What follows belongs to an exercise in optimizing a design on an open flow for small area and a short achievable clock period; a production flow would make more cautious choices.
Where RTL was checked, it was by simulation tests only, not by an equivalence proof against the original.
Function not checked in run 1: the RTL went through the layout flow alone.
Power and IR drop assume default switching activity.

<file path="flow/config.mk">
export PLATFORM = sky130hd
export DESIGN_NAME = TLB
export DESIGN_NICKNAME = TLB
export VERILOG_FILES = /design/flow/design.v
export SDC_FILE = /design/flow/constraint.sdc
export NUM_CORES = 4
export LEC_CHECK = 0
export CAP_MARGIN = 20
export CORE_MARGIN = 2
export CORE_UTILIZATION = 40
export CTS_BUF_LIST = sky130_fd_sc_hd__clkbuf_8 sky130_fd_sc_hd__clkbuf_16
export CTS_CLUSTER_DIAMETER = 100
export CTS_CLUSTER_SIZE = 20
export SETUP_SLACK_MARGIN = 2.8
export SLEW_MARGIN = 20
export SYNTH_HIERARCHICAL = 1
</file>
<file path="flow/constraint.sdc">
create_clock -name core_clock -period 6.5 [get_ports {clk}]
set_input_delay 1.3000 -clock core_clock [delete_from_list [all_inputs] [get_ports {clk}]]
set_output_delay 1.3000 -clock core_clock [all_outputs]
set_load 0.01 [all_outputs]
</file>
<file path="flow/design.v">
module TLB(
    input clk,
    input reset,
    output io_req_ready,
    input  io_req_valid,
    input [6:0] io_req_bits_asid,
    input [27:0] io_req_bits_vpn,
    input  io_req_bits_passthrough,
    input  io_req_bits_instruction,
    input  io_req_bits_store,
    output io_resp_miss,
    output[19:0] io_resp_ppn,
    output io_resp_xcpt_ld,
    output io_resp_xcpt_st,
    output io_resp_xcpt_if,
    output[7:0] io_resp_hit_idx,
    input  io_ptw_req_ready,
    output io_ptw_req_valid,
    output[26:0] io_ptw_req_bits_addr,
    output[1:0] io_ptw_req_bits_prv,
    output io_ptw_req_bits_store,
    output io_ptw_req_bits_fetch,
    input  io_ptw_resp_valid,
    input  io_ptw_resp_bits_error,
    input [19:0] io_ptw_resp_bits_pte_ppn,
    input [2:0] io_ptw_resp_bits_pte_reserved_for_software,
    input  io_ptw_resp_bits_pte_d,
    input  io_ptw_resp_bits_pte_r,
    input [3:0] io_ptw_resp_bits_pte_typ,
    input  io_ptw_resp_bits_pte_v,
    input  io_ptw_status_sd,
    input [30:0] io_ptw_status_zero2,
    input  io_ptw_status_sd_rv32,
    input [8:0] io_ptw_status_zero1,
    input [4:0] io_ptw_status_vm,
    input  io_ptw_status_mprv,
    input [1:0] io_ptw_status_xs,
    input [1:0] io_ptw_status_fs,
    input [1:0] io_ptw_status_prv3,
    input  io_ptw_status_ie3,
    input [1:0] io_ptw_status_prv2,
    input  io_ptw_status_ie2,
    input [1:0] io_ptw_status_prv1,
    input  io_ptw_status_ie1,
    input [1:0] io_ptw_status_prv,
    input  io_ptw_status_ie,
    input  io_ptw_invalidate
);
  reg [1:0]   state;           
  reg [32:0]  refill_tag;      
  reg [2:0]   refill_idx;
  reg         refill_store;
  reg         refill_fetch;
  reg [7:1]   plru;
  reg [7:0]   vb;
  reg [32:0]  tag [0:7];
  reg [19:0]  ppn [0:7];
  reg [7:0]   f_low, f_a, f_ws, f_xs, f_xu, f_nds, f_b;
  wire [1:0] priv = (io_ptw_status_mprv & ~io_req_bits_instruction) ?
                    io_ptw_status_prv1 : io_ptw_status_prv;
  wire priv_s = (priv == 2'h1);
  wire vm_on, vm_a, vm_b;
  g_vm vm0 (.vm3(io_ptw_status_vm[3]), .pt(io_req_bits_passthrough), .mprv(io_ptw_status_mprv),
            .instr(io_req_bits_instruction), .prv1_hi(io_ptw_status_prv1[1]),
            .prv_hi(io_ptw_status_prv[1]), .y(vm_on));
  g_vm vm1 (.vm3(io_ptw_status_vm[3]), .pt(io_req_bits_passthrough), .mprv(io_ptw_status_mprv),
            .instr(io_req_bits_instruction), .prv1_hi(io_ptw_status_prv1[1]),
            .prv_hi(io_ptw_status_prv[1]), .y(vm_a));
  g_vm vm2 (.vm3(io_ptw_status_vm[3]), .pt(io_req_bits_passthrough), .mprv(io_ptw_status_mprv),
            .instr(io_req_bits_instruction), .prv1_hi(io_ptw_status_prv1[1]),
            .prv_hi(io_ptw_status_prv[1]), .y(vm_b));
  wire bad_va = io_req_bits_vpn[27] ^ io_req_bits_vpn[26];
  wire [32:0] key = {io_req_bits_asid[5:0], io_req_bits_vpn[26:0]};
  wire [7:0] hits;        
  wire [7:0] vh [0:3];
  wire [7:0] dmiss;       
  wire [7:0] e_ld, e_st, e_if;
  wire [7:0] errv;
  wire nvm = ~vm_on;
  genvar i, b;
  generate
    for (i = 0; i < 8; i = i + 1) begin : ent
      wire uok = priv_s | f_low[i];
      assign dmiss[i] = io_req_bits_store & f_nds[i] & uok;
      assign e_ld[i] = ~(f_a[i] & uok);
      assign e_st[i] = ~(f_ws[i] & uok);
      assign e_if[i] = dmiss[i] ? ~f_b[i] : ~(priv_s ? f_xs[i] : f_xu[i]);
      assign errv[i] = ~f_nds[i] & f_b[i];
      wire [35:0] m;
      for (b = 0; b < 33; b = b + 1) begin : cmp
        g_xnor2 x (.a(tag[i][b]), .b(key[b]), .y(m[b]));
      end
      g_xnor2 x27 (.a(tag[i][26]), .b(io_req_bits_vpn[27]), .y(m[33]));
      assign m[34] = vb[i];
      assign m[35] = 1'b1;
      wire [8:0] gn;
      for (b = 0; b < 8; b = b + 1) begin : l1
        g_nand4 n (.a(m[4*b]), .b(m[4*b+1]), .c(m[4*b+2]), .d(m[4*b+3]), .y(gn[b]));
      end
      g_nand3 n8 (.a(m[32]), .b(m[33]), .c(m[34]), .y(gn[8]));
      wire [2:0] h;
      for (b = 0; b < 3; b = b + 1) begin : l2
        g_nor3 o (.a(gn[3*b]), .b(gn[3*b+1]), .c(gn[3*b+2]), .y(h[b]));
      end
      g_and3 ha (.a(h[0]), .b(h[1]), .c(h[2]), .y(hits[i]));
      g_and4 hv0 (.a(h[0]), .b(h[1]), .c(h[2]), .d(vm_a), .y(vh[0][i]));
      g_and4 hv1 (.a(h[0]), .b(h[1]), .c(h[2]), .d(vm_a), .y(vh[1][i]));
      g_and4 hv2 (.a(h[0]), .b(h[1]), .c(h[2]), .d(vm_b), .y(vh[2][i]));
      g_and4 hv3 (.a(h[0]), .b(h[1]), .c(h[2]), .d(vm_b), .y(vh[3][i]));
    end
  endgenerate
  wire [7:0] ndm = ~dmiss;
  wire [19:0] va = io_req_bits_vpn[19:0];
  wire c_ld, c_st, c_if, c_miss;
  g_cterms ct (.va(va), .v27(io_req_bits_vpn[27]), .v26(io_req_bits_vpn[26]), .vm(vm_on),
               .c_ld(c_ld), .c_st(c_st), .c_if(c_if), .c_miss(c_miss));
  g_sel8c s_ld (.s(vh[0]), .d(e_ld), .c(c_ld), .y(io_resp_xcpt_ld));
  g_sel8c s_st (.s(vh[1]), .d(e_st), .c(c_st), .y(io_resp_xcpt_st));
  g_sel8c s_if (.s(vh[2]), .d(e_if), .c(c_if), .y(io_resp_xcpt_if));
  g_sel8cn s_m (.s(vh[3]), .d(ndm), .c(c_miss), .y(io_resp_miss));
  generate
    for (b = 0; b < 20; b = b + 1) begin : pb
      g_sel8c s (.s(vh[b / 5]),
                 .d({ppn[7][b], ppn[6][b], ppn[5][b], ppn[4][b],
                     ppn[3][b], ppn[2][b], ppn[1][b], ppn[0][b]}),
                 .c(nvm & va[b]), .y(io_resp_ppn[b]));
    end
  endgenerate
  wire tlb_hit = vm_on & |(hits & ndm);
  assign io_resp_hit_idx = hits;
  assign io_req_ready = (state == 2'h0);
  assign io_ptw_req_valid = (state == 2'h1);
  assign io_ptw_req_bits_addr = refill_tag[26:0];
  assign io_ptw_req_bits_prv = io_ptw_status_prv;
  assign io_ptw_req_bits_store = refill_store;
  assign io_ptw_req_bits_fetch = refill_fetch;
  wire hidx2 = |hits[7:4];
  wire hidx1 = hits[7] | hits[6] | hits[3] | hits[2];
  wire hidx0 = hits[7] | hits[5] | hits[3] | hits[1];
  wire v2 = plru[1];
  wire v1 = v2 ? plru[3] : plru[2];
  wire v0 = v2 ? (v1 ? plru[7] : plru[6]) : (v1 ? plru[5] : plru[4]);
  wire [2:0] first_inv = ~vb[0] ? 3'd0 : ~vb[1] ? 3'd1 : ~vb[2] ? 3'd2 :
                         ~vb[3] ? 3'd3 : ~vb[4] ? 3'd4 : ~vb[5] ? 3'd5 :
                         ~vb[6] ? 3'd6 : 3'd7;
  wire [2:0] repl = (&vb) ? {v2, v1, v0} : first_inv;
  wire [3:0] typ = io_ptw_resp_bits_pte_typ;
  wire [19:0] np = io_ptw_resp_bits_pte_ppn;
  wire n_rx = (np[19:18] == 2'b00);
  wire n_rw2 = (np >= 20'h40008) & (np <= 20'h40010);
  wire n_rr = n_rx | (np[19:3] == 17'h08000) | n_rw2;
  wire n_rw = n_rx | n_rw2;
  wire n_base = ~io_ptw_resp_bits_error & io_ptw_resp_bits_pte_v & (typ >= 4'h2);
  wire n_low = ~typ[3];
  wire n_a = n_base & n_rr;
  wire n_ws = n_base & typ[0] & n_rw;
  wire n_xs = n_base & typ[1] & (typ >= 4'h4) & n_rx;
  wire n_xu = n_base & n_low & typ[1] & n_rx;
  wire n_nds = n_base & typ[0] & ~io_ptw_resp_bits_pte_d;
  wire n_b = n_nds ? n_rx : io_ptw_resp_bits_error;
  wire accept = io_req_ready & io_req_valid;
  wire [7:0] clear_mask = io_ptw_invalidate ? 8'hff : (errv | (hits & dmiss));
  wire fill = (state == 2'h2) & io_ptw_resp_valid;
  integer j;
  always @(posedge clk) begin
    if (reset)
      state <= 2'h0;
    else if (io_ptw_resp_valid)
      state <= 2'h0;
    else if (state == 2'h2 && io_ptw_invalidate)
      state <= 2'h3;
    else if (state == 2'h1 && io_ptw_req_ready)
      state <= io_ptw_invalidate ? 2'h3 : 2'h2;
    else if (state == 2'h1 && io_ptw_invalidate)
      state <= 2'h0;
    else if (accept & io_resp_miss)
      state <= 2'h1;
    if (io_req_ready) begin
      refill_tag <= key;
      refill_idx <= repl;
      refill_store <= io_req_bits_store;
      refill_fetch <= io_req_bits_instruction;
    end
    if (reset)
      plru <= 7'h0;
    else if (io_req_valid & tlb_hit) begin
      plru[1] <= ~hidx2;
      if (~hidx2) plru[2] <= ~hidx1; else plru[3] <= ~hidx1;
      case ({hidx2, hidx1})
        2'd0: plru[4] <= ~hidx0;
        2'd1: plru[5] <= ~hidx0;
        2'd2: plru[6] <= ~hidx0;
        default: plru[7] <= ~hidx0;
      endcase
    end
    if (reset)
      vb <= 8'h0;
    else if (io_ptw_invalidate | accept)
      vb <= vb & ~clear_mask;
    else if (fill)
      vb[refill_idx] <= 1'b1;
    for (j = 0; j < 8; j = j + 1)
      if (io_ptw_resp_valid && refill_idx == j) begin
        tag[j] <= refill_tag;
        ppn[j] <= np;
        f_low[j] <= n_low;
        f_a[j] <= n_a;
        f_ws[j] <= n_ws;
        f_xs[j] <= n_xs;
        f_xu[j] <= n_xu;
        f_nds[j] <= n_nds;
        f_b[j] <= n_b;
      end
  end
endmodule
module g_xnor2(input a, input b, output y);
  assign y = ~(a ^ b);
endmodule
module g_nand4(input a, input b, input c, input d, output y);
  assign y = ~(a & b & c & d);
endmodule
module g_nand3(input a, input b, input c, output y);
  assign y = ~(a & b & c);
endmodule
module g_nor3(input a, input b, input c, output y);
  assign y = ~(a | b | c);
endmodule
module g_and3(input a, input b, input c, output y);
  assign y = a & b & c;
endmodule
module g_and4(input a, input b, input c, input d, output y);
  assign y = a & b & c & d;
endmodule
module g_vm(input vm3, input pt, input mprv, input instr, input prv1_hi, input prv_hi,
            output y);
  assign y = vm3 & ~pt & ~((mprv & ~instr) ? prv1_hi : prv_hi);
endmodule
module g_sel8c(input [7:0] s, input [7:0] d, input c, output y);
  wire [3:0] t;
  g_a22oi a0 (.a1(s[0]), .a2(d[0]), .b1(s[1]), .b2(d[1]), .y(t[0]));
  g_a22oi a1 (.a1(s[2]), .a2(d[2]), .b1(s[3]), .b2(d[3]), .y(t[1]));
  g_a22oi a2 (.a1(s[4]), .a2(d[4]), .b1(s[5]), .b2(d[5]), .y(t[2]));
  g_a221oi a3 (.a1(s[6]), .a2(d[6]), .b1(s[7]), .b2(d[7]), .c1(c), .y(t[3]));
  g_nand4 n (.a(t[0]), .b(t[1]), .c(t[2]), .d(t[3]), .y(y));
endmodule
module g_sel8cn(input [7:0] s, input [7:0] d, input c, output y);
  wire [3:0] t;
  g_a22oi a0 (.a1(s[0]), .a2(d[0]), .b1(s[1]), .b2(d[1]), .y(t[0]));
  g_a22oi a1 (.a1(s[2]), .a2(d[2]), .b1(s[3]), .b2(d[3]), .y(t[1]));
  g_a22oi a2 (.a1(s[4]), .a2(d[4]), .b1(s[5]), .b2(d[5]), .y(t[2]));
  g_a221oi a3 (.a1(s[6]), .a2(d[6]), .b1(s[7]), .b2(d[7]), .c1(c), .y(t[3]));
  g_and4 n (.a(t[0]), .b(t[1]), .c(t[2]), .d(t[3]), .y(y));
endmodule
module g_cterms(input [19:0] va, input v27, input v26, input vm,
                output c_ld, output c_st, output c_if, output c_miss);
  wire bad, x_ok, n1, n2, n3, n4, n5, ha, hb, hi, lo_r, lo_w, z30;
  g_xor2 xb (.a(v27), .b(v26), .y(bad));
  g_nor2 xo (.a(va[19]), .b(va[18]), .y(x_ok));
  g_nor3 o1 (.a(va[17]), .b(va[16]), .c(va[15]), .y(n1));
  g_nor3 o2 (.a(va[14]), .b(va[13]), .c(va[12]), .y(n2));
  g_nor3 o3 (.a(va[11]), .b(va[10]), .c(va[9]), .y(n3));
  g_nor3 o4 (.a(va[8]), .b(va[7]), .c(va[6]), .y(n4));
  g_nor3b o5 (.a(va[5]), .b(va[19]), .cn(va[18]), .y(n5));
  g_nand3 a1 (.a(n1), .b(n2), .c(n3), .y(ha));
  g_nand2 a2 (.a(n4), .b(n5), .y(hb));
  g_nor2 hh (.a(ha), .b(hb), .y(hi));
  g_nor4 z (.a(va[3]), .b(va[2]), .c(va[1]), .d(va[0]), .y(z30));
  g_o41ai lr (.a1(va[3]), .a2(va[2]), .a3(va[1]), .a4(va[0]), .b1(va[4]), .y(lo_r));
  g_mux2 lw (.s(va[4]), .a1(z30), .a0(va[3]), .y(lo_w));
  g_cfin fl (.bad(bad), .vm(vm), .x_ok(x_ok), .hi(hi), .lo(lo_r), .y(c_ld));
  g_cfin fs (.bad(bad), .vm(vm), .x_ok(x_ok), .hi(hi), .lo(lo_w), .y(c_st));
  g_cfin fx (.bad(bad), .vm(vm), .x_ok(x_ok), .hi(1'b0), .lo(1'b0), .y(c_if));
  g_or2b fm (.a(bad), .bn(vm), .y(c_miss));
endmodule
module g_cfin(input bad, input vm, input x_ok, input hi, input lo, output y);
  assign y = bad | ~(vm | x_ok | (hi & lo));
endmodule
module g_xor2(input a, input b, output y);
  assign y = a ^ b;
endmodule
module g_nor2(input a, input b, output y);
  assign y = ~(a | b);
endmodule
module g_nand2(input a, input b, output y);
  assign y = ~(a & b);
endmodule
module g_nor3b(input a, input b, input cn, output y);
  assign y = ~(a | b | ~cn);
endmodule
module g_nor4(input a, input b, input c, input d, output y);
  assign y = ~(a | b | c | d);
endmodule
module g_o41ai(input a1, input a2, input a3, input a4, input b1, output y);
  assign y = ~((a1 | a2 | a3 | a4) & b1);
endmodule
module g_or2b(input a, input bn, output y);
  assign y = a | ~bn;
endmodule
module g_mux2(input s, input a1, input a0, output y);
  assign y = s ? a1 : a0;
endmodule
module g_a221oi(input a1, input a2, input b1, input b2, input c1, output y);
  assign y = ~((a1 & a2) | (b1 & b2) | c1);
endmodule
module g_a22oi(input a1, input a2, input b1, input b2, output y);
  assign y = ~((a1 & a2) | (b1 & b2));
endmodule
</file>
<file path="flow/flow/run.sh">
#!/bin/bash
# The standard layout flow, except that the buffers put on the input and output
# ports are sky130_fd_sc_hd__buf_1 cells instead of the default delay buffer;
# timing repair resizes the ones on critical paths. The full output of the
# flow goes to standard.log in the folder this runs in.
set -euo pipefail
export BUFFER_PORTS_ARGS="-buffer_cell sky130_fd_sc_hd__buf_1"
bash standard.sh > standard.log 2>&1
</file>
<file path="flow/standard.sh">
#!/bin/bash
# synth_recipe.tcl (not shown) runs the flow's synth.tcl, then flattens the netlist and writes it again
# the make line also repeats each setting of config.mk as NAME=value (left out here)
make -C /OpenROAD-flow-scripts/flow DESIGN_CONFIG=/design/flow/config.mk WORK_HOME=/design/flow/orfs CLKGATE_MAP_FILE= SYNTH_SCRIPT=/design/flow/synth_recipe.tcl "${@:-finish}"
</file>
==> impl_metrics.sql, run 1 <==
INSERT INTO impl_metrics (metric_group, metric, value, unit) VALUES
('run_status', 'status', 'timing/DRC/antenna clean', ''),
('sta', 'holdWs', '0.480', 'ns'),
('sta', 'timing.setup.tns', '0', 'ns'),
('logic_synthesis', 'yosysSeqAreaShare', '0.697', ''),
('final_layout', 'drive_above_1_share', '0.309', ''),
('routing', 'route.detailed.wl_per_inst', '25.6', 'µm'),
('sta', 'final_min_period_over_clock_period', '0.676', ''),
('sta', 'relSlewSlack', '0.258', ''),
('pwr', 'p_clk_frac', '0.309', ''),
('floorplan', 'num_rows', '87', ''),
('placement', 'quantity_of_i_o_buffers_inserted_on_ports', '140', ''),
('sta', 'clock.fmax', '228', 'MHz'),
('logic_synthesis', 'synth_area_leader', 'sky130_fd_sc_hd__edfxtp_1', ''),
('clocking', 'holdBufCountCts', '0', ''),
('routing', 'antenna_violating_nets_post_route', '0', ''),
('routing', 'via_count_normalized_by_instance_count', '5.52', ''),
('sta', 'slew_at_the_pin_with_the_worst_max_slew_slack', '1.11', 'ns'),
('logic_synthesis', 'synth.ff_latch_count', '535', ''),
('pwr', 'cellPowerDensity', '225', 'nW/µm²'),
('critical_path', 'path_class', 'in -> out', ''),
('critical_path', 'endpoint_arrival_time_on_the_critical_path', '3.09', 'ns'),
('clocking', 'numCtsBuffers', '30', ''),
('final_layout', 'finalCoreUtilization', '0.495', ''),
('critical_path', 'timing.critical_path.fanout_max', '11', ''),
('logic_synthesis', 'post_synth_instance_area', '22800', 'µm²'),
('global_routing', 'grt_pass1_vias', '13106', ''),
('sta', 'final-max-slew-violation-count', '0', ''),
('critical_path', 'crit_top_cell', 'sky130_fd_sc_hd__nand4_1', ''),
('clocking', 'clock_sink_count', '535', ''),
('global_routing', 'grt_pass1_wl', '88.1', 'mm'),
('logic_synthesis', 'cells_after_synthesis', '1372', ''),
('final_layout', 'layout.cells.most_common_list', 'sky130_fd_sc_hd__edfxtp_1 (518), sky130_fd_sc_hd__xnor2_1 (167), sky130_fd_sc_hd__xnor2_2 (98)', ''),
('pwr', 'net_switching_power', '0.00136', 'W'),
('clocking', 'cts_max_level', '1', ''),
('global_routing', 'grt_antenna_before_repair', '4', ''),
('sta', 'worst_slack', '2.11', 'ns'),
('sta', 'hold_violations', '0', ''),
('logic_synthesis', 'synth.distinct_cells', '63', ''),
('clocking', 'cts.path.max_buffers', '3', ''),
('critical_path', 'critPathLaunchType', 'input port', ''),
('global_routing', 'grt_remaining_overflow', '0', ''),
('floorplan', 'die_h', '243', 'µm'),
('final_layout', 'layout.nets', '1737', ''),
('final_layout', 'flow.area_growth_from_synthesis', '22.2', '%'),
('final_layout', 'diodes', '0', ''),
('clocking', 'clk-insertion-delay-late', '0.60', 'ns'),
('worst_hold_path', 'timing.hold.worst.class', 'reg -> reg', ''),
('sta', 'grt_setup_unrepaired', 'true', ''),
('critical_path', 'critical-path-slowest-cell', 'sky130_fd_sc_hd__nor3_4', ''),
('floorplan', 'core-area', '56400', 'µm²'),
('clocking', 'clock-root-buffer', 'sky130_fd_sc_hd__clkbuf_16', ''),
('logic_synthesis', 'synth_ff_type', 'sky130_fd_sc_hd__edfxtp_1', ''),
('global_routing', 'track_usage', '0.201', ''),
('logic_synthesis', 'synth_largest_type_area_fraction', '0.682', ''),
('logic_synthesis', 'postSynth.asyncResetShare', '0', ''),
('logic_synthesis', 'netlist_top_cells_area', 'sky130_fd_sc_hd__edfxtp_1 (68%), sky130_fd_sc_hd__xnor2_1 (10%), sky130_fd_sc_hd__a22oi_2 (3.9%), sky130_fd_sc_hd__nand4_1 (2.5%), sky130_fd_sc_hd__a221oi_2 (1.6%)', ''),
('placement', 'gpl.final_weighted_congestion', '0.890', ''),
('critical_path', 'crit_chain', 'buf_16, xnor2_2, nand4_1, nor3_4, and4_4, a22oi_2, nand4_1, buf_2', ''),
('pwr', 'p_int', '0.00490', 'W'),
('clocking', 'clkSlewWorstSetupHoldPaths', '0.09', 'ns'),
('clocking', 'tritoncts', 'yes', ''),
('routing', 'totalWireLength', '60.3', 'mm'),
('pwr', 'pwr-share-seq', '0.618', ''),
('routing', 'tritonroute_pass_1_iters', '5', ''),
('floorplan', 'pin_count', '204', ''),
('routing', 'vias', '13019', ''),
('critical_path', 'slowest_delay', '0.41', 'ns'),
('final_layout', 'final_common_cell', 'sky130_fd_sc_hd__edfxtp_1', ''),
('sta', 'report.final.setup_viol', '0', ''),
('flow_run', 'maxCapViolations', '0', ''),
('pwr', 'total_leakage_power', '9.24', 'nW');
## cells in the mapped netlist, types with 14 or more instances
| master | count |
|---|---|
| sky130_fd_sc_hd__edfxtp_1 | 518 |
| sky130_fd_sc_hd__and4_1 | 33 |
| sky130_fd_sc_hd__a22oi_2 | 72 |
| sky130_fd_sc_hd__a21oi_1 | 15 |
| sky130_fd_sc_hd__xnor2_1 | 273 |
| sky130_fd_sc_hd__nand4_1 | 90 |
| sky130_fd_sc_hd__nor2b_1 | 26 |
| sky130_fd_sc_hd__nand2b_1 | 14 |
| sky130_fd_sc_hd__nor2_1 | 19 |
| sky130_fd_sc_hd__a221oi_2 | 24 |
| sky130_fd_sc_hd__o21ai_0 | 25 |
| sky130_fd_sc_hd__nor3_2 | 28 |
| sky130_fd_sc_hd__dfxtp_1 | 17 |
| sky130_fd_sc_hd__inv_1 | 28 |
| sky130_fd_sc_hd__mux2i_1 | 14 |
| sky130_fd_sc_hd__buf_4 | 29 |
## metrics by stage
stage | instances | area, µm²
floorplan | 1373 | 22900
global placement | 2234 | 24100
detailed placement | 2234 | 24100
CTS | 2339 | 27100
global route | 2359 | 27900
finish | 2359 | 27900
## power groups by stage
stage	Clock (W)	Sequential (W)	Combinational, W
after floorplan	0	0.00393	0.000188
after global placement	0	0.00395	0.000324
after detailed placement	0	0.00395	0.000329
after CTS	0.00197	0.00387	0.000421
after global routing	0.00208	0.00388	0.000487
final	0.00194	0.00387	0.000456
## state kept, by name (all words and copies together) (netlist names)
name	cells
plru	7
refill_tag	33
vb	8
ppn	160
f_xu	8
f_b	8
refill_idx	3
f_ws	8
refill_store	1
f_low	8
state	2
refill_fetch	1
f_xs	8
tag	264
f_nds	8
f_a	8
## layer usage
metal | GRT usage | part of all wire
met1 | 0.277 | 0.43
met2 | 0.329 | 0.49
met3 | 0.0348 | 0.059
met4 | 0.0527 | 0.024
met5 | 0 | 0.00083
## final cells by class
cell class	count	area [µm²]
clock buffers	32	790
clock inverters	11	42.5
fillers	4752	28500
inverters	28	105
multi-input cells	771	7830
flip-flops and latches	535	15900
well taps	756	946
repair buffers	226	2280
## Yosys stat by module (local to each module, per instance), excerpt
module / flops+latches / cells / cell area, µm² / copies in the design
g_a22oi: 0 / 1 / 12.5 / 72
g_cterms: 0 / 1 / 3.75 / 1
g_and3: 0 / 1 / 6.26 / 8
g_mux2: 0 / 1 / 15.0 / 1
g_a221oi: 0 / 1 / 15.0 / 24
g_nand3: 0 / 1 / 5.00 / 9
g_or2b: 0 / 1 / 6.26 / 1
g_nor3: 0 / 1 / 10.0 / 28
g_cfin: 0 / 2 / 13.8 / 3
g_nor3b: 0 / 1 / 12.5 / 1
g_nand4: 0 / 1 / 6.26 / 87
TLB: 535 / 811 / 17700 / 1
g_nor2: 0 / 1 / 3.75 / 2
g_vm: 0 / 4 / 46.3 / 3
## path summary, 6_finish.rpt
| check | to | cells past startpoint | slack (ns) | from |
|---|---|---|---|---|
| setup / recovery | io_resp_ppn[8] | 8 | 2.11 | io_req_bits_vpn[10] |
| hold / removal | plru[6] | 2 | 0.48 | plru[6] |
| setup reg to reg | plru[6] | 15 | 3.43 | tag[5][9] |
| hold reg to reg | plru[6] | 2 | 0.48 | plru[6] |
## logic make-up (layout without fill, tap and decap cells)
logic type / count (synthesis) / in the layout / synth area share
other: 1 / 2 / 0.000164
adders and majority gates: 6 / 6 / 0.00329
xor gates and xnor gates: 274 / 274 / 0.105
muxes: 23 / 23 / 0.0108
DFF: 535 / 535 / 0.697
and+or+nand+nor: 279 / 279 / 0.0833
buffers and inverters: 67 / 297 / 0.0159
AOI/OAI and AO/OA: 187 / 187 / 0.0846
## critical path, delay by kind of cell
kind | cells | cell delay [ns]
AO/OA/AOI/OAI | 1 | 0.10
buffers and inverters | 2 | 0.32
XOR/XNOR | 1 | 0.13
AND/OR/NAND/NOR | 4 | 1.22
## timing repair
item	CTS	global route
endpoints found under the setup margin	39	32
gates resized for setup	367	78
buffers inserted	57	14
gates cloned	5	6
pin swaps	161	85
hold endpoints to repair	0	0
==> run 2, diff against run 1 <==
--- a/flow/design.v
+++ b/flow/design.v
@@ -111,6 +111,14 @@
   endgenerate
   wire [7:0] ndm = ~dmiss;
   wire [19:0] va = io_req_bits_vpn[19:0];
+  wire [3:0] vm_p;
+  generate
+    for (b = 0; b < 4; b = b + 1) begin : vmc
+      g_vm v (.vm3(io_ptw_status_vm[3]), .pt(io_req_bits_passthrough), .mprv(io_ptw_status_mprv),
+              .instr(io_req_bits_instruction), .prv1_hi(io_ptw_status_prv1[1]),
+              .prv_hi(io_ptw_status_prv[1]), .y(vm_p[b]));
+    end
+  endgenerate
   wire c_ld, c_st, c_if, c_miss;
   g_cterms ct (.va(va), .v27(io_req_bits_vpn[27]), .v26(io_req_bits_vpn[26]), .vm(vm_on),
                .c_ld(c_ld), .c_st(c_st), .c_if(c_if), .c_miss(c_miss));
@@ -123,7 +131,7 @@
       g_sel8c s (.s(vh[b / 5]),
                  .d({ppn[7][b], ppn[6][b], ppn[5][b], ppn[4][b],
                      ppn[3][b], ppn[2][b], ppn[1][b], ppn[0][b]}),
-                 .c(nvm & va[b]), .y(io_resp_ppn[b]));
+                 .c(~vm_p[b / 5] & va[b]), .y(io_resp_ppn[b]));
     end
   endgenerate
   wire tlb_hit = vm_on & |(hits & ndm);
==> flow/flow/run.sh (replaced) <==
#!/bin/bash
# The standard layout flow, except that:
#  - the buffers put on the input and output ports are sky130_fd_sc_hd__buf_1
#    cells instead of the default delay buffer (timing repair resizes the ones
#    on critical paths);
#  - clock tree synthesis uses clkbuf_8 buffers for clusters of up to 20
#    flip-flops and inserts no dummy loads.
# The full output of the flow goes to standard.log in the folder this runs in.
set -euo pipefail
export BUFFER_PORTS_ARGS="-buffer_cell sky130_fd_sc_hd__buf_1"
export CTS_ARGS="-sink_clustering_enable -repair_clock_nets -dont_use_dummy_load -buf_list sky130_fd_sc_hd__clkbuf_8 -sink_clustering_size 20 -sink_clustering_max_diameter 80"
bash standard.sh > standard.log 2>&1
==> run 2 against run 1 <==
Still clean. Power fell by 6.3%. Sequential power barely moved. Flip-flop and latch count did not move. Area after synthesis rose by 0.76%. Clock-buffer cell count rose by 3. Critical endpoint is now io_resp_ppn[19].
==> impl_metrics.sql, run 2 <==
INSERT INTO impl_metrics (metric_group, metric, value, unit) VALUES
('run_status', 'status', 'timing/DRC/antenna clean', ''),
('sta', 'min_period', '4.42', 'ns'),
('logic_synthesis', 'synth-adder-area-share', '0.00381', ''),
('sta', 'fin_skew', '0.0592', 'ns'),
('final_layout', 'regArea', '15900', 'µm²'),
('clocking', 'clkSlewWorstSetupHoldPaths', '0.10', 'ns'),
('logic_synthesis', 'main_combinational_cell_family_by_area_after_synthesis', 'XOR/XNOR gates', ''),
('final_layout', 'multi_input_combinational_cell_area', '8420', 'µm²'),
('logic_synthesis', 'synth_compound_area_frac', '0.0899', ''),
('clocking', 'cts.path.max_buffers', '3', ''),
('global_routing', 'grt_start_max_net_pins', '61', ''),
('sta', 'clock.fmax', '226', 'MHz'),
('logic_synthesis', 'synthesis.area_per_instance', '16.6', 'µm²'),
('sta', 'timing.setup.tns', '0', 'ns'),
('critical_path', 'timing.critical_path.fanout_max', '6', ''),
('final_layout', 'layout.nets', '1756', ''),
('flow_run', 'maxCapViolations', '0', ''),
('routing', 'route.detailed.wl_per_inst', '25.3', 'µm'),
('routing', 'drc_errors', '0', ''),
('clocking', 'holdBufCountCts', '0', ''),
('global_routing', 'grt_pass1_vias', '13000', ''),
('global_routing', 'grt_antenna_before_repair', '3', ''),
('sta', 'slew_at_the_pin_with_the_worst_max_slew_slack', '1.09', 'ns'),
('critical_path', 'ff2ff_setup_slack', '3.41', 'ns'),
('logic_synthesis', 'yosys.area_share.simple', '0.0829', ''),
('sta', 'hold_violations', '0', ''),
('worst_hold_path', 'timing.hold.worst.class', 'reg -> reg', ''),
('floorplan', 'num_rows', '87', ''),
('placement', 'quantity_of_i_o_buffers_inserted_on_ports', '140', ''),
('clocking', 'numCtsBuffers', '35', ''),
('routing', 'vias', '13041', ''),
('sta', 'grt_setup_unrepaired', 'true', ''),
('routing', 'via_count_normalized_by_instance_count', '5.51', ''),
('floorplan', 'die_w', '244', 'µm'),
('final_layout', 'drive_above_1_share', '0.343', ''),
('pwr', 'total_leakage_power', '9.37', 'nW'),
('logic_synthesis', 'synth_mux_area_frac', '0.0115', ''),
('clocking', 'tritoncts', 'yes', ''),
('logic_synthesis', 'postSynth.asyncResetShare', '0', ''),
('critical_path', 'path_class', 'in -> out', ''),
('floorplan', 'core-area', '56600', 'µm²'),
('logic_synthesis', 'synth.distinct_cells', '57', ''),
('floorplan', 'die_h', '244', 'µm'),
('clocking', 'clock_sink_count', '535', ''),
('final_layout', 'regMostFlops', 'tag', ''),
('global_routing', 'grt_pass1_wl', '86.5', 'mm'),
('logic_synthesis', 'synth_top_cells_by_count', 'sky130_fd_sc_hd__edfxtp_1 (518), sky130_fd_sc_hd__xnor2_1 (273), sky130_fd_sc_hd__nand4_1 (89)', ''),
('logic_synthesis', 'synth_xor_xnor_area_share', '0.104', ''),
('placement', 'gpl.final_weighted_congestion', '0.864', ''),
('logic_synthesis', 'synth_area_leader', 'sky130_fd_sc_hd__edfxtp_1', ''),
('logic_synthesis', 'netlist_top_cells_area', 'sky130_fd_sc_hd__edfxtp_1 (68%), sky130_fd_sc_hd__xnor2_1 (10%), sky130_fd_sc_hd__a22oi_2 (3.9%), sky130_fd_sc_hd__nand4_1 (2.4%), sky130_fd_sc_hd__a221oi_2 (1.6%)', ''),
('final_layout', 'flow.area_growth_from_synthesis', '22.9', '%'),
('critical_path', 'worst_r2r_startpoint', 'tag[2][15]', ''),
('routing', 'dr.first_iter.drc_count', '1011', ''),
('floorplan', 'initial_utilization', '0.406', ''),
('final_layout', 'top_regs', 'tag x264, ppn x160, refill_tag x33', ''),
('pwr', 'cellPowerDensity', '208', 'nW/µm²'),
('critical_path', 'worst_ep_required_time', '5.20', 'ns'),
('sta', 'report.final.setup_viol', '0', ''),
('logic_synthesis', 'synthesis.yosys.warnings', '11', ''),
('logic_synthesis', 'synth_largest_type_area_fraction', '0.677', ''),
('pwr', 'worst_ir_drop_vdd', '0.177', 'mV'),
('logic_synthesis', 'post_synth_instance_area', '23000', 'µm²'),
('logic_synthesis', 'synth_ff_type', 'sky130_fd_sc_hd__edfxtp_1', ''),
('floorplan', 'die_area', '59400', 'µm²'),
('routing', 'totalWireLength', '59.8', 'mm'),
('final_layout', 'layout.cells.most_common_list', 'sky130_fd_sc_hd__edfxtp_1 (518), sky130_fd_sc_hd__xnor2_1 (128), sky130_fd_sc_hd__xnor2_2 (127)', ''),
('sta', 'final_min_period_over_clock_period', '0.681', ''),
('critical_path', 'setup.worst_path.start', 'io_ptw_status_prv[1]', ''),
('final_layout', 'filler_cell_count', '4694', ''),
('routing', 'antenna_violating_nets_post_route', '0', ''),
('clocking', 'clock-root-buffer', 'sky130_fd_sc_hd__clkbuf_8', ''),
('critical_path', 'endpoint_arrival_time_on_the_critical_path', '3.12', 'ns'),
('logic_synthesis', 'yosysSeqAreaShare', '0.692', ''),
('floorplan', 'pin_count', '204', ''),
('critical_path', 'crit_path_end_kind', 'output port', ''),
('logic_synthesis', 'most_common_cell_in_the_synthesized_netlist', 'sky130_fd_sc_hd__edfxtp_1', ''),
('clocking', 'cts_max_level', '2', ''),
('logic_synthesis', 'number_of_enable_type_register_cells_in_the_synthesized_netlist', '518', ''),
('logic_synthesis', 'cells_after_synthesis', '1383', ''),
('sta', 'relSlewSlack', '0.276', ''),
('pwr', 'design_power_total', '0.00587', 'W'),
('global_routing', 'grt_remaining_overflow', '0', ''),
('routing', 'tritonroute_pass_1_iters', '5', ''),
('final_layout', 'largest_register_ffs', '264', ''),
('final_layout', 'final_common_cell', 'sky130_fd_sc_hd__edfxtp_1', ''),
('sta', 'final-max-slew-violation-count', '0', ''),
('worst_hold_path', 'holdCritStartpoint', 'plru[4]', ''),
('global_routing', 'track_usage', '0.198', ''),
('logic_synthesis', 'synth.ff_latch_count', '535', ''),
('clocking', 'clk-insertion-delay-late', '0.61', 'ns'),
('placement', 'dp_hpwl', '37.1', 'mm'),
('critical_path', 'critPathLaunchType', 'input port', '');
## run 2: repair_timing
action,in CTS,in global routing
gates cloned,10,4
pin swaps,157,106
endpoints found under the setup margin,39,32
resized for setup,418,103
setup buffers,55,12
## run 2: metrics by stage
step,std cells,utilization,hold slack [ns],setup slack [ns],area [µm²]
floorplan,1384,-,0.452,2.46,23000
global placement,2247,0.430,0.469,1.25,24300
detailed placement,2247,0.430,0.472,1.21,24300
CTS,2347,0.485,0.490,2.13,27400
global route,2364,0.499,0.518,2.02,28200
finish,2366,0.499,0.484,2.08,28200
## run 2: per-layer routing
layer | routed length (µm) | vias to the layer above | share of wire | track usage
li1 | - | 5850 | - | -
met1 | 25500 | 6688 | 0.43 | 0.273
met2 | 29500 | 425 | 0.49 | 0.332
met3 | 3510 | 76 | 0.059 | 0.0262
met4 | 1210 | 2 | 0.020 | 0.0516
met5 | 14 | - | 0.00023 | 0
## run 2: path summary, 6_finish.rpt
check | depth (start not counted) | endpoint
max | 10 | io_resp_ppn[19]
max reg2reg | 12 | plru[3]
min | 2 | plru[4]
min reg2reg | 2 | plru[4]
## run 2: logic make-up (layout without fill, tap and decap cells)
| kind of cell | after synthesis | in the layout |
|---|---|---|
| compound gates | 193 | 193 |
| simple gates | 281 | 281 |
| buf+inv | 67 | 291 |
| other cells | 1 | 4 |
| mux | 25 | 25 |
| fa+ha+maj | 7 | 7 |
| xor+xnor | 274 | 274 |
| flops | 535 | 535 |
## run 2: power by group
group          switching (W)  internal [W]
Combinational       0.000253      0.000239
Clock                0.00102      0.000490
Sequential         0.0000474       0.00382
## run 2: area by class of cell
type / count / area share
sequential: 535 / 0.563
multi-input combinational: 782 / 0.298
timing repair buffer: 226 / 0.0844
tap: 756 / 0.0335
clock buffer: 35 / 0.0171
inverter: 30 / 0.00399
antenna: 2 / 0.000177
## run 2: critical path, stage by stage
cell and delay [ns]:
sky130_fd_sc_hd__buf_6 0.09, sky130_fd_sc_hd__buf_6 0.11, sky130_fd_sc_hd__buf_12 0.14, sky130_fd_sc_hd__a2111oi_4 0.41, sky130_fd_sc_hd__buf_6 0.18, sky130_fd_sc_hd__buf_12 0.11
sky130_fd_sc_hd__and4_4 0.31, sky130_fd_sc_hd__a22oi_2 0.10, sky130_fd_sc_hd__nand4_1 0.19, sky130_fd_sc_hd__buf_2 0.17
## run 2: modules after synthesis (local to each module, per instance), excerpt
module	flip-flops and latches	cells	area (µm²)	times used
g_and4	0	1	8.76	33
g_xor2	0	1	8.76	1
g_nor3	0	1	10.0	28
TLB	535	806	17700	1
g_nand2	0	1	3.75	1
g_vm	0	4	46.3	7
g_cfin	0	2	13.8	3
g_nand4	0	1	6.26	87
g_mux2	0	1	15.0	1
g_nand3	0	1	5.00	9
g_and3	0	1	6.26	8
g_a22oi	0	1	12.5	72
g_nor3b	0	1	12.5	1
g_or2b	0	1	6.26	1
g_cterms	0	1	3.75	1
==> run 3, diff against run 2 <==
==> flow/flow/run.sh (replaced) <==
#!/bin/bash
# The standard layout flow, except that:
#  - the buffers put on the input and output ports are sky130_fd_sc_hd__buf_1
#    cells instead of the default delay buffer (timing repair resizes the ones
#    on critical paths);
#  - clock tree synthesis uses clkbuf_8 buffers for clusters of up to 16
#    flip-flops and inserts no dummy loads.
# The full output of the flow goes to standard.log in the folder this runs in.
set -euo pipefail
export BUFFER_PORTS_ARGS="-buffer_cell sky130_fd_sc_hd__buf_1"
export CTS_ARGS="-sink_clustering_enable -repair_clock_nets -dont_use_dummy_load -buf_list sky130_fd_sc_hd__clkbuf_8 -sink_clustering_size 16 -sink_clustering_max_diameter 70"
bash standard.sh > standard.log 2>&1
--- a/flow/config.mk
+++ b/flow/config.mk
@@ -11,6 +11,6 @@
 export CTS_BUF_LIST = sky130_fd_sc_hd__clkbuf_8 sky130_fd_sc_hd__clkbuf_16
 export CTS_CLUSTER_DIAMETER = 100
 export CTS_CLUSTER_SIZE = 20
-export SETUP_SLACK_MARGIN = 2.8
+export SETUP_SLACK_MARGIN = 2.2
 export SLEW_MARGIN = 20
 export SYNTH_HIERARCHICAL = 1
==> run 3 against run 2 <==
Register-to-register slack worse by 0.20 ns. Routed wire length fell by 2.3%. Sequential share of layout area rose by 2.9 points. Largest power group unchanged.
==> impl_metrics.sql, run 3 <==
INSERT INTO impl_metrics (metric_group, metric, value, unit) VALUES
('run_status', 'status', 'timing/DRC/antenna clean', ''),
('critical_path', 'critPathLaunchType', 'input port', ''),
('placement', 'gpl.final_weighted_congestion', '0.887', ''),
('logic_synthesis', 'yosysSeqAreaShare', '0.692', ''),
('sta', 'relSlewSlack', '0.291', ''),
('logic_synthesis', 'synthesis.area_per_instance', '16.6', 'µm²'),
('global_routing', 'track_usage', '0.193', ''),
('logic_synthesis', 'synth_largest_type_area_fraction', '0.677', ''),
('logic_synthesis', 'postSynth.asyncResetShare', '0', ''),
('critical_path', 'ff2ff_setup_slack', '3.21', 'ns'),
('sta', 'grt_setup_unrepaired', 'true', ''),
('placement', 'dp_hpwl', '37.2', 'mm'),
('floorplan', 'core-area', '56600', 'µm²'),
('logic_synthesis', 'synth_area_leader', 'sky130_fd_sc_hd__edfxtp_1', ''),
('clocking', 'numCtsBuffers', '41', ''),
('critical_path', 'crit_path_end_kind', 'output port', ''),
('critical_path', 'timing.critical_path.fanout_max', '7', ''),
('placement', 'placement.setup.worst_slack', '1.11', 'ns'),
('critical_path', 'worst_ep_required_time', '5.20', 'ns'),
('placement', 'post-place-cells', '2247', ''),
('flow_run', 'maxCapViolations', '0', ''),
('pwr', 'cellPowerDensity', '220', 'nW/µm²'),
('worst_hold_path', 'worst_hold_stages', '2', ''),
('clocking', 'cts_max_level', '2', ''),
('clocking', 'holdBufCountCts', '0', ''),
('final_layout', 'layout.nets', '1736', ''),
('clocking', 'tritoncts', 'yes', ''),
('floorplan', 'die_w', '244', 'µm'),
('clocking', 'clock_sink_count', '535', ''),
('logic_synthesis', 'cells_after_synthesis', '1383', ''),
('critical_path', 'worst_r2r_startpoint', 'tag[2][2]', ''),
('final_layout', 'multi_input_combinational_cell_area', '7580', 'µm²'),
('floorplan', 'initial_utilization', '0.406', ''),
('final_layout', 'top_regs', 'tag x264, ppn x160, refill_tag x33', ''),
('sta', 'timing.setup.tns', '0', 'ns'),
('sta', 'hold_violations', '0', ''),
('final_layout', 'filler_cell_count', '4923', ''),
('critical_path', 'endpoint_arrival_time_on_the_critical_path', '3.14', 'ns'),
('sta', 'slew_at_the_pin_with_the_worst_max_slew_slack', '1.06', 'ns'),
('critical_path', 'reg2regPathDepth', '10', ''),
('global_routing', 'grt_remaining_overflow', '0', ''),
('global_routing', 'grt_pass1_wl', '85.2', 'mm'),
('pwr', 'total_leakage_power', '8.61', 'nW'),
('clocking', 'cts.path.max_buffers', '3', ''),
('logic_synthesis', 'most_common_cell_in_the_synthesized_netlist', 'sky130_fd_sc_hd__edfxtp_1', ''),
('placement', 'quantity_of_i_o_buffers_inserted_on_ports', '140', ''),
('sta', 'worst_slack', '2.06', 'ns'),
('final_layout', 'design_area', '26900', 'µm²'),
('routing', 'dr.first_iter.drc_count', '1112', ''),
('sta', 'min_period', '4.44', 'ns'),
('routing', 'tritonroute_pass_1_iters', '6', ''),
('routing', 'vias', '12946', ''),
('placement', 'detailed_place.area', '24300', 'µm²'),
('routing', 'drc_errors', '0', ''),
('final_layout', 'flow.area_growth_from_synthesis', '16.9', '%'),
('routing', 'totalWireLength', '58.4', 'mm'),
('pwr', 'worst_ir_drop_vdd', '0.150', 'mV'),
('final_layout', 'layout.cells.non_filler', '2346', ''),
('global_routing', 'grt_start_max_net_pins', '61', ''),
('routing', 'via_count_normalized_by_instance_count', '5.52', ''),
('sta', 'clock.fmax', '225', 'MHz'),
('final_layout', 'layout.cells.most_common_list', 'sky130_fd_sc_hd__edfxtp_1 (518), sky130_fd_sc_hd__xnor2_1 (214), sky130_fd_sc_hd__nand4_1 (89)', ''),
('sta', 'final_min_period_over_clock_period', '0.683', ''),
('floorplan', 'die_area', '59400', 'µm²'),
('logic_synthesis', 'synth_ff_type', 'sky130_fd_sc_hd__edfxtp_1', ''),
('final_layout', 'regMostFlops', 'tag', ''),
('sta', 'fin_skew', '0.0737', 'ns'),
('clocking', 'clk-insertion-delay-late', '0.65', 'ns'),
('logic_synthesis', 'netlist_top_cells_area', 'sky130_fd_sc_hd__edfxtp_1 (68%), sky130_fd_sc_hd__xnor2_1 (10%), sky130_fd_sc_hd__a22oi_2 (3.9%), sky130_fd_sc_hd__nand4_1 (2.4%), sky130_fd_sc_hd__a221oi_2 (1.6%)', ''),
('worst_hold_path', 'hold-path-endpoint', 'plru[4]', ''),
('routing', 'antenna_violating_nets_post_route', '0', ''),
('logic_synthesis', 'number_of_enable_type_register_cells_in_the_synthesized_netlist', '518', ''),
('global_routing', 'grt_pass1_vias', '13006', ''),
('sta', 'final-max-slew-violation-count', '0', ''),
('floorplan', 'pin_count', '204', ''),
('global_routing', 'grt_antenna_before_repair', '5', ''),
('sta', 'report.final.setup_viol', '0', ''),
('floorplan', 'die_h', '244', 'µm'),
('final_layout', 'final_common_cell', 'sky130_fd_sc_hd__edfxtp_1', ''),
('logic_synthesis', 'post_synth_instance_area', '23000', 'µm²'),
('clocking', 'clock-root-buffer', 'sky130_fd_sc_hd__clkbuf_8', ''),
('worst_hold_path', 'timing.hold.worst.class', 'reg -> reg', ''),
('final_layout', 'regArea', '15900', 'µm²'),
('worst_hold_path', 'holdCritStartpoint', 'plru[4]', ''),
('logic_synthesis', 'synth.ff_latch_count', '535', ''),
('final_layout', 'drive_above_1_share', '0.270', ''),
('clocking', 'clkSlewWorstSetupHoldPaths', '0.06', 'ns'),
('critical_path', 'path_class', 'in -> out', ''),
('routing', 'route.detailed.wl_per_inst', '24.9', 'µm'),
('logic_synthesis', 'synthesis.yosys.warnings', '11', ''),
('logic_synthesis', 'synth_top_cells_by_count', 'sky130_fd_sc_hd__edfxtp_1 (518), sky130_fd_sc_hd__xnor2_1 (273), sky130_fd_sc_hd__nand4_1 (89)', ''),
('critical_path', 'critical_path.reg2reg.endpoint', 'plru[4]', ''),
('logic_synthesis', 'synth.distinct_cells', '57', ''),
('final_layout', 'largest_register_ffs', '264', ''),
('floorplan', 'num_rows', '87', '');
-- run 3: changes by cell type in the layout (fill, tap and decap cells not counted), moves of 4 or more --
cell	previous run	this run
sky130_fd_sc_hd__buf_16	17	4
sky130_fd_sc_hd__buf_12	34	24
sky130_fd_sc_hd__xnor2_1	128	214
sky130_fd_sc_hd__buf_6	42	38
sky130_fd_sc_hd__buf_1	68	76
sky130_fd_sc_hd__xnor2_2	127	55
sky130_fd_sc_hd__xnor2_4	18	4
sky130_fd_sc_hd__buf_4	33	25
sky130_fd_sc_hd__clkbuf_8	35	41
sky130_fd_sc_hd__and3_4	11	3
sky130_fd_sc_hd__and3_1	2	10
-- run 3: worst max-delay path by stage --
stage / startpoint / endpoint / slack (ns) / cells after the start
floorplan: io_req_bits_instruction / io_resp_miss / 2.40 / 5
global placement: io_req_bits_vpn[3] / io_resp_xcpt_ld / 1.19 / 8
detailed placement: io_req_bits_vpn[3] / io_resp_xcpt_if / 1.11 / 8
CTS: io_ptw_status_mprv / io_resp_xcpt_st / 2.08 / 9
global route: io_ptw_status_mprv / io_resp_xcpt_if / 2.02 / 8
finish: io_ptw_status_prv[1] / io_resp_xcpt_st / 2.06 / 9
-- run 3: cell families (layout without fill, tap and decap cells) --
kind of cell | count (synthesis) | count (layout) | share of synthesized area
multiplexers | 25 | 25 | 0.0115
AND/OR/NAND/NOR | 281 | 281 | 0.0829
XOR/XNOR | 274 | 274 | 0.104
adder cells (fa/ha/maj) | 7 | 7 | 0.00381
AO/OA/AOI/OAI | 193 | 193 | 0.0899
buffers and inverters | 67 | 271 | 0.0157
flip-flops | 535 | 535 | 0.692
other | 1 | 4 | 0.000163
-- run 3: Yosys stat by module, one instance, submodules excluded, excerpt --
module / area, µm² / copies in the design / cells inside / flops+latches
TLB: 17700 / 1 / 806 / 535
g_a221oi: 15.0 / 24 / 1 / 0
g_and4: 8.76 / 33 / 1 / 0
g_cfin: 13.8 / 3 / 2 / 0
g_cterms: 3.75 / 1 / 1 / 0
g_mux2: 15.0 / 1 / 1 / 0
g_nand2: 3.75 / 1 / 1 / 0
g_nor3: 10.0 / 28 / 1 / 0
g_nor3b: 12.5 / 1 / 1 / 0
g_nor4: 12.5 / 1 / 1 / 0
g_o41ai: 16.3 / 1 / 1 / 0
g_or2b: 6.26 / 1 / 1 / 0
g_vm: 46.3 / 7 / 4 / 0
g_xnor2: 8.76 / 272 / 1 / 0
g_xor2: 8.76 / 1 / 1 / 0
-- run 3: per-stage QoR --
step / power, W / utilization / hold slack [ns]
after floorplan: 0.00412 / - / 0.452
after global placement: 0.00428 / 0.429 / 0.468
after detailed placement: 0.00429 / 0.429 / 0.475
after CTS: 0.00592 / 0.462 / 0.495
after global routing: 0.00611 / 0.474 / 0.529
final: 0.00590 / 0.475 / 0.486
-- run 3: where the power goes --
group / switching (W) / internal, W / leakage [nW]
sequential: 0.0000458 / 0.00382 / 4.97
clock: 0.00104 / 0.000569 / 0.295
combinational: 0.000238 / 0.000185 / 3.35
-- run 3: layout make-up --
type                       instances  share of cell area
inverter                          30             0.00419
tap                              756              0.0352
sequential                       535               0.592
timing repair buffer             200              0.0654
clock buffer                      41              0.0210
antenna                            2            0.000186
multi-input combinational        782               0.282
-- run 3: layer usage --
layer	GRT usage	wire, µm	vias up
met5	0	57	-
met4	0.0513	1500	10
met3	0.0386	3640	102
met2	0.318	28300	428
met1	0.262	24900	6625
li1	-	-	5781
-- run 3: worst max-delay path, cell delays in order --
cell,delay (ns)
sky130_fd_sc_hd__buf_6,0.10
sky130_fd_sc_hd__buf_6,0.13
sky130_fd_sc_hd__a2111oi_4,0.39
sky130_fd_sc_hd__buf_4,0.19
sky130_fd_sc_hd__a211oi_2,0.04
sky130_fd_sc_hd__or2_1,0.23
sky130_fd_sc_hd__a221oi_2,0.26
sky130_fd_sc_hd__nand4_1,0.27
sky130_fd_sc_hd__buf_2,0.22
-- run 3: timing repair --
action                     CTS  global route
setup endpoints to repair   32            24
pin swaps                   76           102
resized for setup          294           100
buffers inserted            33            20
cloned                       1             2

static timing again, ports no longer ideal:
How much do the figures lean on ideal ports? The routed layouts below were timed once more, with nothing changed but the port constraints. Step 1 assumes that a clkbuf_16 drives the clock port and a buf_2 every other input. Step 2 times the ports against the registers' clock, not the clock port: input delays grow and output delays shrink by t, the midpoint of the rising clock arrivals with the driver on. Slacks: ideal ports / drivers / drivers and shift; pairs: ideal ports / drivers.
run | shift t [ns] | setup slack, ns | hold WS [ns] | clock arrival spread, ns | slew at the worst register clock pin (ns)
run 1 | 0.659 | 2.107 / 1.978 / 1.978 | 0.480 / 0.480 / 0.480 | 0.017 / 0.017 | 0.09 / 0.09
run 2 | 0.645 | 2.075 / 2.029 / 2.029 | 0.484 / 0.484 / 0.484 | 0.075 / 0.075 | 0.12 / 0.12
run 3 | 0.667 | 2.064 / 1.928 / 1.928 | 0.486 / 0.486 / 0.486 | 0.077 / 0.077 | 0.11 / 0.11
After both steps setup and hold are still met in every run listed. For run 3, which loses most, drivers alone change the setup slack by -0.136 ns; drivers and shift together by -0.136 ns.
